From an optimization exercise on the open Yosys and OpenROAD flow, aimed at small area and a short achievable clock period; shortcuts taken in it are not production practice.
The RTL was checked by simulation tests, not by an equivalence proof against the original design.

// sparc_alu_reg
module sparc_alu_reg (
    input             clk,
    input      [31:0] valA_in,
    input      [31:0] valB_in,
    input      [1:0]  op_in,
    input      [2:0]  op2_in,
    input      [21:0] imm22_in,
    input      [5:0]  op3_in,
    input             i_in,
    input      [12:0] simm13_in,
    input      [31:0] pc_in,
    input             a_in,
    input      [3:0]  cond_in,
    input      [29:0] disp30_in,
    input      [3:0]  icc_in,
    input      [31:0] y_in,
    output reg [63:0] res_out,
    output reg [31:0] target_out,
    output reg        mux_sel_out,
    output reg [3:0]  icc_out,
    output reg [31:0] y_out,
    output reg        a_out,
    output reg        trap_out
);
Size: roughly 350 flip-flops, roughly 350 I/O pins.
==> flow/config.mk <==
export PLATFORM = sky130hd
export DESIGN_NAME = sparc_alu_reg
export DESIGN_NICKNAME = sparc_alu_reg
export VERILOG_FILES = /design/flow/design.v
export SDC_FILE = /design/flow/constraint.sdc
export NUM_CORES = 8
export LEC_CHECK = 0
export ABC_AREA = 1
export CAP_MARGIN = 60
export CORE_MARGIN = 2
export CORE_UTILIZATION = 55
export CTS_BUF_LIST = sky130_fd_sc_hd__clkbuf_8
export PLACE_DENSITY = 0.72
export SLEW_MARGIN = 60
==> flow/constraint.sdc <==
create_clock -name core_clock -period 400.0 [get_ports {clk}]
set_input_delay 80.0000 -clock core_clock [delete_from_list [all_inputs] [get_ports {clk}]]
set_output_delay 80.0000 -clock core_clock [all_outputs]
set_load 0.01 [all_outputs]
standard.sh (not shown) runs the stock make flow with config.mk's settings and CLKGATE_MAP_FILE= SYNTH_SCRIPT=/design/flow/synth_recipe.tcl, a recipe that flattens the netlist after the stock synthesis.
==> flow/flow/run.sh <==
#!/bin/bash
# Own flow: the standard layout (standard.sh: the standard synthesis and every ORFS step
# unchanged), except that the port buffers that ORFS's buffer_ports inserts during placement
# are the library's smallest buffer, sky130_fd_sc_hd__buf_1 (ORFS's BUFFER_PORTS_ARGS), instead
# of the cell the resizer picks by default. Every input and output port still gets a buffer.
set -euo pipefail
bash standard.sh "BUFFER_PORTS_ARGS=-buffer_cell sky130_fd_sc_hd__buf_1" finish > layout.log 2>&1
The baseline completed with no timing, DRC or antenna violations.
Edit:
CTS_BUF_LIST = default   (was sky130_fd_sc_hd__clkbuf_8)
=> The changed run ran to the end with no violations; via count hardly moves; worst setup slack gains 0.14 ns; clock skew fell by 0.036 ns; clock-buffer cell count went down by 19; sequential share of layout area hardly moves; global-route usage barely changes; flip-flop and latch count does not change.

---

sparc_alu_reg, a different RTL version from the one above (not shown whole).
For scale: roughly 350 flip-flops, about 350 I/O pins.
==> flow/design.v (excerpt) <==
module sparc_alu_reg (
    input             clk,
    input      [31:0] valA_in,
    input      [31:0] valB_in,
    input      [1:0]  op_in,
    input      [2:0]  op2_in,
    input      [21:0] imm22_in,
    input      [5:0]  op3_in,
    input             i_in,
    input      [12:0] simm13_in,
    input      [31:0] pc_in,
    input             a_in,
    input      [3:0]  cond_in,
    input      [29:0] disp30_in,
    input      [3:0]  icc_in,
    input      [31:0] y_in,
    output reg [63:0] res_out,
    output reg [31:0] target_out,
    output reg        mux_sel_out,
    output reg [3:0]  icc_out,
    output reg [31:0] y_out,
    output reg        a_out,
    output reg        trap_out
);
    reg [31:0] r_valA, r_valB, r_pc, r_y;
    reg [1:0]  r_op;
    reg [2:0]  r_op2;
    reg [21:0] r_imm22;
    reg [5:0]  r_op3;
    reg        r_i, r_a;
    reg [12:0] r_simm13;
    reg [3:0]  r_cond, r_icc;
    reg [29:0] r_disp30;
    wire [63:0] w_res;
    wire [31:0] w_target, w_y;
    wire        w_mux_sel, w_a, w_trap;
    wire [3:0]  w_icc;
    always @(posedge clk) begin
        r_valA   <= valA_in;
        r_valB   <= valB_in;
        r_op     <= op_in;
        r_op2    <= op2_in;
        r_imm22  <= imm22_in;
        r_op3    <= op3_in;
        r_i      <= i_in;
        r_simm13 <= simm13_in;
        r_pc     <= pc_in;
        r_a      <= a_in;
        r_cond   <= cond_in;
        r_disp30 <= disp30_in;
        r_icc    <= icc_in;
  ...
export LEC_CHECK = 0
export ABC_AREA = 1
export CAP_MARGIN = 60
export CORE_MARGIN = 2
export CORE_UTILIZATION = 55
export SLEW_MARGIN = 60
create_clock -name core_clock -period 400.0 [get_ports {clk}]
Scripts as last shown in full above: flow/flow/run.sh
Then changed:
- CAP_MARGIN: 60 -> 50
- SLEW_MARGIN: 60 -> 50
Wire length fell slightly. Worst hold slack stays flat. Die area stays the same. Via count fell slightly. Non-clock buffer count drops by 31. Maximum frequency barely changes. Register-to-register slack is worse by 0.98 ns.

## port drivers added, routing unchanged
The flow's constraints put no driver on any port. The routed layouts listed below were extracted and timed again, unchanged, in two steps. Step 1 (the two cells are an assumption about what drives the block):
set clk [get_ports {clk}]
set_driving_cell -lib_cell sky130_fd_sc_hd__clkbuf_16 $clk
set_driving_cell -lib_cell sky130_fd_sc_hd__buf_2 [delete_from_list [all_inputs] $clk]
Step 2 adds t to the input delays and takes it off the output delays; t is the mean of the earliest and latest rising clock arrival at the registers after step 1. Input paths then give back, and output paths get back, about the clock's delay inside the block. a / b / c = ideal ports / drivers / drivers and shift; a / b = the first two.
run | t, ns | slack for setup (ns) | worst setup path at the end | clock arrival spread, ns | worst register clock-pin slew, ns
the first run of note 1 | 0.690 | 318.776 / 318.710 / 319.400 | register to output | 0.062 / 0.062 | 0.08 / 0.08
the second run of note 1 | 0.603 | 318.914 / 318.853 / 319.456 | register to output | 0.027 / 0.026 | 0.07 / 0.07
the first run of note 2 | 0.703 | 318.798 / 318.700 / 319.403 | register to output | 0.057 / 0.057 | 0.08 / 0.08
the second run of note 2 | 0.696 | 318.817 / 318.722 / 319.408 | input to register | 0.061 / 0.061 | 0.08 / 0.08
After both steps every run listed still meets setup and hold.
